Context: an optimization exercise on an open-source flow, tuned for small area. The choices shown serve that exercise and are no tape-out recipe. In this exercise RTL edits were held to simulation tests only and were not proved equivalent to the original. Power is estimated from default activity; no workload was simulated.

==> flow/design.v <==
`default_nettype none
module debounce (
  input wire reset, clock, noisy,
  output reg clean
);
  reg [18:0] count;
  reg new_noisy;
  always @(posedge clock)
    if (reset) begin
      count <= 0;
      new_noisy <= noisy;
      clean <= noisy;
    end
    else if (noisy != new_noisy) begin
      new_noisy <= noisy;
      count <= 0;
    end
    else if (count == 270000)
      clean <= new_noisy;
    else
      count <= count+1;
endmodule
`default_nettype none
module mybram #(parameter LOGSIZE=14, WIDTH=1)
              (input wire [LOGSIZE-1:0] addr,
               input wire clk,
               input wire reset,
               input wire [WIDTH-1:0] din,
               output reg [WIDTH-1:0] dout,
               input wire we);
   reg [WIDTH-1:0] mem[(1<<LOGSIZE)-1:0];
   integer i;
   always @(posedge clk) begin
     if (reset) begin
       for (i = 0; i < (1<<LOGSIZE); i = i + 1) mem[i] <= 0;
       dout <= 0;
     end
     else begin
       if (we) mem[addr] <= din;
       dout <= mem[addr];
     end
   end
endmodule
`default_nettype none
module randomnessExtractorXORBuf (
	 input wire clock,
	 input wire reset,
    input wire [31:0] n_samples,  
    input wire [31:0] entropy,  
	 input wire [1:0] entropy_bytes,  
    input wire entropy_ready,  
	 output reg ready,
    output reg [511:0] out
    );
	 parameter BUFFER_LOGSIZE = 8;
	 reg [31:0] sample_count;
	 reg [BUFFER_LOGSIZE-1:0] buffer_index_counter;
	 reg old_entropy_ready;
	 always @(posedge clock) begin
		  if (reset) begin
				 out <= 0;
				 ready <= 0;
				 sample_count <= 0;
				 buffer_index_counter <= 0;
				 old_entropy_ready <= 0;
		  end
		  else begin
		  if (entropy_ready & (~old_entropy_ready)) begin
				 out[buffer_index_counter] <= out[buffer_index_counter] ^ (^entropy);
				 buffer_index_counter <= buffer_index_counter + 1;
				 sample_count <= sample_count + 1;
		  end
		  if (sample_count == n_samples) ready <= 1;
		  if (ready) ready <= 0;
		  old_entropy_ready <= entropy_ready;
		  end
	 end
endmodule
`default_nettype none
module phone_core (
   input  wire         clock,
   input  wire         reset,
   input  wire         button_up,       
   input  wire         button_down,     
   input  wire [1:0]   switch,          
   input  wire [7:0]   audio_in,        
   input  wire         audio_ready,     
   output wire [7:0]   audio_out,       
   output wire [4:0]   volume,
   output wire         send_start,
   output wire [7:0]   send_data,
   input  wire [3:0]   send_addr,
   input  wire         send_ready_at_next,
   input  wire [7:0]   recv_data,
   input  wire [3:0]   recv_addr,
   input  wire         recv_sample_ready,
   input  wire         recv_ready,
   output wire [63:0]  display_data,
   output wire [15:0]  analyzer1_data,
   output wire [15:0]  analyzer3_data,
   output reg  [255:0] secret_key_seed
);
	wire ready = audio_ready;
	wire [7:0] from_ac97_data = audio_in;
	wire [7:0] to_ac97_data;
   wire vup,vdown;
   reg old_vup,old_vdown;
   debounce bup(.reset(reset),.clock(clock),.noisy(~button_up),.clean(vup));
   debounce bdown(.reset(reset),.clock(clock),.noisy(~button_down),.clean(vdown));
   reg [4:0] volume_r;
   always @ (posedge clock) begin
     if (reset) volume_r <= 5'd13;
     else begin
	if (vup & ~old_vup & volume_r != 5'd31) volume_r <= volume_r+1;
	if (vdown & ~old_vdown & volume_r != 5'd0) volume_r <= volume_r-1;
     end
     old_vup <= vup;
     old_vdown <= vdown;
   end
   assign volume = volume_r;
   wire overrideHandshake;
   debounce sw0(.reset(reset),.clock(clock),.noisy(switch[0]),.clean(overrideHandshake));
   wire enableEncryption;
   debounce sw1(.reset(reset),.clock(clock),.noisy(switch[1]),.clean(enableEncryption));
	localparam WIDTH = 8;
	localparam LOGSIZE = 4;
	wire [LOGSIZE-1:0] sendAddr = send_addr;
	wire [LOGSIZE-1:0] receiveAddr = recv_addr;
	reg recordingToB, sendBufWriteEnable, sendStart;
	reg [WIDTH-1:0] sendBufWriteData;
	reg [LOGSIZE-1:0] sendBufWriteAddr;
	wire [WIDTH-1:0] sendBufAReadData;
	wire [WIDTH-1:0] sendBufBReadData;
	reg receivingToB;
	wire sampleReady = recv_sample_ready;
	wire [WIDTH-1:0] receiveData = recv_data;
	reg [LOGSIZE-1:0] receiveBufReadAddr;
	wire [WIDTH-1:0] receiveBufAReadData;
	wire [WIDTH-1:0] receiveBufBReadData;
	wire [WIDTH-1:0] receiveBufReadData = ( receivingToB) ? receiveBufAReadData: receiveBufBReadData;
	wire sendReadyAtNext = send_ready_at_next;
	wire receiveReady = recv_ready;
	wire random_ready;
	wire [511:0] random_out_wide;
	wire [255:0] random_out = random_out_wide[255:0];
	randomnessExtractorXORBuf randomnessExtractorXORBuf(.clock(clock), .reset(reset), .n_samples(200*48),
		.entropy({24'd0, from_ac97_data}), .entropy_bytes(2'd2), .entropy_ready(ready),
		.out(random_out_wide), .ready(random_ready));
	reg handshakeStart;
	reg handshakeStarted;
	always @(posedge clock) begin
		if (reset) begin
			secret_key_seed <= 0;
			handshakeStart <= 0;
			handshakeStarted <= 0;
		end
		else begin
		if ((~|secret_key_seed) && random_ready) begin
			secret_key_seed <= random_out;
			handshakeStart <= 1;
			handshakeStarted <= 1;
		end
		if (handshakeStart) handshakeStart <= 0;
		end
	end
	wire [LOGSIZE-1:0] fsmReadAddr;
	wire [LOGSIZE-1:0] fsmWriteAddr;
	wire [WIDTH-1:0] fsmWriteData;
	wire fsmWriteEnable;
	wire handshakeDoneOut;
	wire fsmSendEnableOut;
	wire handshakeDone = handshakeDoneOut || overrideHandshake;
	wire fsmSendEnable = fsmSendEnableOut && !handshakeDone;
	wire [255:0] shared_key_out;
	wire [255:0] shared_key = overrideHandshake ? 256'hDEADBEEF : shared_key_out;
	wire [2:0] state;
	assign handshakeDoneOut = 1; assign state = 3'd7; assign shared_key_out = 256'hBEEFDEAD;
	assign fsmSendEnableOut = 0; assign fsmWriteEnable = 0; assign fsmWriteData = 0; assign fsmReadAddr = 0;
	assign fsmWriteAddr = 0;
	mybram #(.LOGSIZE(LOGSIZE), .WIDTH(WIDTH)) bufRA
              (.addr((!recordingToB) ? sendBufWriteAddr : sendAddr),
               .clk(clock), .reset(reset),
               .din(handshakeDone ? sendBufWriteData : fsmWriteData),
               .dout(sendBufAReadData),
               .we((!recordingToB) && (handshakeDone ? sendBufWriteEnable : fsmWriteEnable)));
	mybram #(.LOGSIZE(LOGSIZE), .WIDTH(WIDTH)) bufRB
              (.addr(( recordingToB) ? sendBufWriteAddr : sendAddr),
               .clk(clock), .reset(reset),
               .din(handshakeDone ? sendBufWriteData : fsmWriteData),
               .dout(sendBufBReadData),
               .we(( recordingToB) && (handshakeDone ? sendBufWriteEnable : fsmWriteEnable)));
	mybram #(.LOGSIZE(LOGSIZE), .WIDTH(WIDTH)) receiveBufA
              (.addr((!receivingToB) ? (handshakeDone ? receiveAddr : fsmReadAddr) : receiveBufReadAddr),
               .clk(clock), .reset(reset),
               .din(receiveData),
               .dout(receiveBufAReadData),
               .we((!receivingToB) ? sampleReady : 1'b0));
	mybram #(.LOGSIZE(LOGSIZE), .WIDTH(WIDTH)) receiveBufB
              (.addr(( receivingToB) ? (handshakeDone ? receiveAddr : fsmReadAddr) : receiveBufReadAddr),
               .clk(clock), .reset(reset),
               .din(receiveData),
               .dout(receiveBufBReadData),
               .we(( receivingToB) ? sampleReady : 1'b0));
	reg [31:0] sendPacketNumber;
	reg [31:0] recvPacketNumber;
	wire [511:0] recv_chacha_out = recvPacketNumber+receiveBufReadAddr;
	wire [511:0] send_chacha_out = sendPacketNumber+sendBufWriteAddr;
	always @(posedge clock) begin
		if (reset) begin
			recordingToB <= 0;
			sendBufWriteEnable <= 0;
			sendStart <= 0;
			sendBufWriteData <= 0;
			sendBufWriteAddr <= 0;
			sendPacketNumber = 1;
		end
		else begin
		if (handshakeDone) begin
			if (ready) begin
				sendBufWriteData <= from_ac97_data ^ (enableEncryption ? send_chacha_out[7:0] : 8'd0);
				sendBufWriteEnable <= 1;
			end
			if (sendBufWriteEnable) begin
				sendBufWriteAddr <= sendBufWriteAddr + 1;
				if (&sendBufWriteAddr) begin  
					recordingToB <= !recordingToB;
					sendStart <= 1;
					sendPacketNumber = sendPacketNumber + 1;  
					sendBufWriteData <= sendPacketNumber[3*8 +: 8];  
				end
				else if (sendBufWriteAddr >= 3) sendBufWriteEnable <= 0;
				if (sendBufWriteAddr == 0) sendBufWriteData <= sendPacketNumber[2*8 +: 8];  
				if (sendBufWriteAddr == 1) sendBufWriteData <= sendPacketNumber[1*8 +: 8];  
				if (sendBufWriteAddr == 2) sendBufWriteData <= sendPacketNumber[0*8 +: 8];  
			end
		end
		else if (sendReadyAtNext && fsmSendEnable) sendStart <= 1;
		if (sendStart) sendStart <= 0;
		end
	end
	reg [WIDTH-1:0] playbackData;
	reg playbackRewind;
	reg recv_chacha_start;
	always @(posedge clock) begin
		if (reset) begin
			receivingToB <= 0;
			receiveBufReadAddr <= 0;
			recvPacketNumber <= 0;
			playbackData <= 0;
			playbackRewind <= 0;
			recv_chacha_start <= 0;
		end
		else if (handshakeDone) begin
			if (receiveReady) begin
				playbackRewind <= 1;
			end else if (ready) begin
				playbackData <= receiveBufReadData ^ (enableEncryption ? recv_chacha_out[7:0] : 8'd0);
				if (playbackRewind) begin
					playbackRewind <= 0;
					receiveBufReadAddr <= 0;
					receivingToB <= !receivingToB;
				end else begin
					receiveBufReadAddr <= receiveBufReadAddr + 1;
					recv_chacha_start <= 1;
				end
			end
			if (receiveBufReadAddr < 5) receiveBufReadAddr <= receiveBufReadAddr + 1;
			if (receiveBufReadAddr == 1) recvPacketNumber <= {                         receiveBufReadData, 24'b0};
			if (receiveBufReadAddr == 2) recvPacketNumber <= {recvPacketNumber[31:24], receiveBufReadData, 16'b0};
			if (receiveBufReadAddr == 3) recvPacketNumber <= {recvPacketNumber[31:16], receiveBufReadData,  8'b0};
			if (receiveBufReadAddr == 4) recvPacketNumber <= {recvPacketNumber[31: 8], receiveBufReadData       };
			if (receiveBufReadAddr == 4) recv_chacha_start <= 1;
			if (recv_chacha_start) recv_chacha_start <= 0;
		end
	end
	assign send_start = sendStart;
	assign send_data = recordingToB ? sendBufAReadData : sendBufBReadData;
	wire [271:0] display_full = {shared_key, receiveBufReadAddr, receiveAddr,
	                             {2'b0, handshakeStart, handshakeStarted}, {1'b0, state}};
	assign display_data = display_full[63:0];
	assign to_ac97_data = playbackData;
	assign audio_out = to_ac97_data;
	assign analyzer1_data = {recvPacketNumber[7:0], sendPacketNumber[7:0]};
	assign analyzer3_data = {receiveBufReadAddr[3:0], receiveReady, playbackRewind, recv_chacha_start, receivingToB, to_ac97_data[7:1], receiveReady};
endmodule
==> flow/run.sh <==
#!/bin/bash
# synth_recipe.tcl (not shown) runs the flow's synth.tcl, then flattens the netlist and writes it again
# the make line also repeats each setting of config.mk as NAME=value (left out here)
make -C /OpenROAD-flow-scripts/flow DESIGN_CONFIG=/design/flow/config.mk WORK_HOME=/design/flow/orfs CLKGATE_MAP_FILE= SYNTH_SCRIPT=/design/flow/synth_recipe.tcl finish
==> flow/config.mk <==
export PLATFORM = sky130hd
export DESIGN_NAME = phone_core
export DESIGN_NICKNAME = phone_core
export VERILOG_FILES = /design/flow/design.v
export SDC_FILE = /design/flow/constraint.sdc
export NUM_CORES = 4
export LEC_CHECK = 0
export CAP_MARGIN = 20
export CORE_MARGIN = 2
export CORE_UTILIZATION = 40
export PLACE_DENSITY = 0.6
export SLEW_MARGIN = 20
==> flow/constraint.sdc <==
create_clock -name core_clock -period 10.0 [get_ports {clock}]
set_input_delay 2.0000 -clock core_clock [delete_from_list [all_inputs] [get_ports {clock}]]
set_output_delay 2.0000 -clock core_clock [all_outputs]
set_load 0.01 [all_outputs]
==> impl_metrics.py <==
metrics = {
    "finish": {
        "final_common_cell": "dfxtp_1",
        "final_cell_mix": "735 x dfxtp_1, 703 x nor2_1, 656 x nand2_1, 532 x and2_1, 520 x edfxtp_1",
        "n_antenna_cell": 0,
        "final_util": 0.469,
        "final_nets": 6127,
        "drive_above_1_share": 0.0882,
        "syn_to_final_growth_pct": 16.3,
    },
    "detailed_routing": {
        "vias": 44900,
        "viasPerCell": 5.56,
        "drc_errors": 0,
        "detail_route.wl_per_cell_um": 21.9,
        "first_iter_violations": 4803,
        "first_pass_iters": 25,
        "drt-total-wl_um": 177000,
        "ant_nets": 0,
    },
    "worst_setup_path": {
        "critPathLaunchType": "register",
        "worst-path-max-fanout": 73,
        "crit_chain": "buf_4 > buf_4 > mux4_2 > a22oi_1 > nand2_1 > a22oi_1 > o2111ai_1 > a32oi_1 > xnor2_4 > buf_4 > buf_4 > o21ai_0",
        "max_stage_delay_ps": 760,
        "cpMostUsedCell": "buf_4",
        "critPathArrivalTime_ps": 6720,
        "cp_slowest_cell": "buf_4",
        "path_delay_family": "buffers and inverters",
        "path_class": "reg -> reg",
        "reg2reg_slack_ps": 3880,
        "worstPathRequired_ps": 10610,
        "cp.buffers_inverters": 4,
        "end_kind": "register",
    },
    "clocking": {
        "cts_sinks": 1261,
        "cts_setup_buffers": 0,
        "cts_max_path_buffers": 3,
        "cts_tree": "built",
        "post_cts_resized": 0,
        "holdBufCountCts": 0,
        "clkTransAtPathRegs_ps": 70,
        "root_buffer": "clkbuf_16",
        "h-tree-depth": 4,
        "numCtsBuffers": 145,
        "insertion_delay_ps": 790,
    },
    "min_path": {
        "hp-class": "reg -> reg",
    },
    "global_routing": {
        "grt-busiest-layer": "met2",
        "globalRouteMet2Util": 0.361,
        "grt_usage": 0.233,
        "grt_max_degree": 196,
        "antenna_found_initial": 3,
        "grt_util_met3": 0.0521,
        "grt_overflow": 0,
        "grt_use_met1": 0.323,
        "grt_first_pass_wirelength_um": 264000,
        "grt_pass1_vias": 42100,
    },
    "sta": {
        "clock_skew_ps": 34.9,
        "relSlewSlack": 0.207,
        "fmax_ghz": 0.163,
        "setup_violations": 0,
        "setup_tns_ps": 0,
        "grt_setup_unrepaired": "false",
        "hold_viol_final": 0,
        "fin_crit_sh": 0.612,
        "worst_pin_slew_ps": 1180,
        "period_needed_ps": 6120,
        "drv_slew": 0,
    },
    "synth": {
        "syn_inst": 5931,
        "synth_top_family_by_area": "simple AND/OR/NAND/NOR gates",
        "synth_xor_area_frac": 0.0271,
        "synth_area_per_cell_um2": 9.76,
        "ys_types": 68,
        "synth_edf_count": 520,
        "syn_area_um2": 57900,
        "async_flop_share": 0,
        "synth_compound_gate_area_share": 0.115,
        "yosys_most_used_dff": "dfxtp_1",
        "synthAdderAreaFrac": 0.00881,
        "synth_area_leaders": "edfxtp_1 27%, dfxtp_1 26%, and2_1 5.7%",
        "yosysTopAreaCell": "edfxtp_1",
        "muxShareOfSynthArea": 0.0503,
        "yosys_warnings": 4,
        "synthDominantCellAreaShare": 0.270,
        "synth-seq-cells": 1261,
        "synth-simple-area-share": 0.227,
        "seq_area_frac_synth": 0.526,
    },
    "pwr": {
        "ir_worst_vdd_v": 0.000131,
        "power_density_nw_per_um2": 178,
        "power.leakage_nw": 23.0,
    },
    "die": {
        "die_w_um": 385,
        "design.portCount": 408,
        "fp-row-count": 139,
        "core_um2": 144000,
        "dieArea_um2": 148000,
        "start_util": 0.403,
        "die_h_um": 385,
    },
    "job": {
        "maxCapViolations": 0,
    },
    "placed_design": {
        "dp_hpwl_um": 115000,
        "port_buffers": 360,
        "routabilityCongestion": 0.852,
    },
    "status": {
        "status": "finished clean",
    },
}
final timing paths:
path | startpoint | endpoint | cells past startpoint
max reg2reg | register | randomnessExtractorXORBuf.out[123] | 12
min reg2reg | bdown.clean | old_vdown | 0
max | register | randomnessExtractorXORBuf.out[123] | 12
min | bdown.clean | old_vdown | 0
metrics by stage:
stage          std cells  setup slack [ps]  power, mW  hold WS (ps)  cell area (µm²)
2_1_floorplan       5975              5810       6.34           340            58100
3_3_place_gp        7809              3870       6.67           391            62500
3_5_place_dp        7810              3840       6.69           386            62500
4_1_cts             8073              3880       12.1           405            67300
5_1_grt             8073              3590       12.4           424            67400
6_report            8073              3880       12.0           405            67400
power by group:
group	internal (mW)	switching, mW	leakage (nW)
sequential	5.46	0.0864	11.3
clock	3.12	2.26	2.33
combinational	0.297	0.748	9.30
total	8.88	3.09	23.0
registers in the layout, indices dropped and copies added, names as in the netlist, 19 cells and up:
signal	count
bup.count	19
bufRA.mem	128
bufRB.mem	128
sw0.count	19
bdown.count	19
receiveBufB.mem	128
sw1.count	19
randomnessExtractorXORBuf.sample_count	32
randomnessExtractorXORBuf.out	256
secret_key_seed	256
sendPacketNumber	32
receiveBufA.mem	128
layer usage:
metal	vias to the layer above	routed length, µm
met5	-	0
met4	0	5530
met3	300	14500
met2	1695	79500
met1	21900	77100
li1	21000	-
worst reg2reg max path, cell delays in order, from the launching register on:
cell	delay (ps)
dfxtp_4	610
buf_4	700
buf_4	480
mux4_2	600
a22oi_1	200
nand2_1	160
a22oi_1	190
o2111ai_1	240
a32oi_1	580
xnor2_4	370
buf_4	700
buf_4	760
o21ai_0	330
cells by family (layout without fill, tap and decap cells):
logic type,count (synthesis),after routing
compound gates,1037,1037
xor+xnor,179,179
fa+ha+maj,39,39
buf+inv,595,790
flops,1261,1261
mux,158,158
other cells,2,46
simple gates,2660,2660
synth_stat cells (all sizes together) (4+ instances only):
master,instances
or3,30
nor2,705
and4,5
nand2b,25
mux4,105
o2111ai,16
o31ai,48
o21a,9
xnor2,69
nor4b,6
nand2,656
o21ai,212
a21o,12
nand4b,4
nand4,62
and2,552
clkbuf,362
a311oi,59
or2,69
and3,48
nand3b,128
nand3,129
nor2b,44
buf,136
o211ai,12
o22ai,4
mux2i,37
a22oi,11
dfxtp,741
a211o,49
o21bai,6
a21oi,357
a31oi,46
mux2,16
edfxtp,520
nor4,88
inv,96
or4,7
xor2,110
ha,36
a211oi,170
nor3,99
a32oi,4
area by class of cell:
class | instances | area, µm²
well taps | 1903 | 2380
fillers | 13500 | 76300
repair buffers | 430 | 4170
clock buffers | 196 | 4000
inverters | 97 | 364
flip-flops and latches | 1261 | 30500
clock inverters | 67 | 805
multi-input cells | 4119 | 25200

## what the ideal ports hide
The flow's constraints put no driver on any port. The routed layout listed below was extracted and timed again, unchanged, in two steps.
Step 1: set_driving_cell puts a clkbuf_16 on clock and a buf_2 on each other input, an assumption about the parent block.
Step 2, shift: input delay + t, output delay - t, t = (earliest + latest rising clock arrival at the registers) / 2. This alone moves slack from input paths to output paths.
a / b / c = ideal / step 1 / step 2; a / b = the first two.
t (ns): 0.851
setup WS [ns]: 3.883 / 3.883 / 3.883
clock arrival spread, ns: 0.037 / 0.037
After both steps this run still meets setup and hold. The setup slack of this run moves by 0.000 ns with the drivers and by 0.000 ns with both steps.
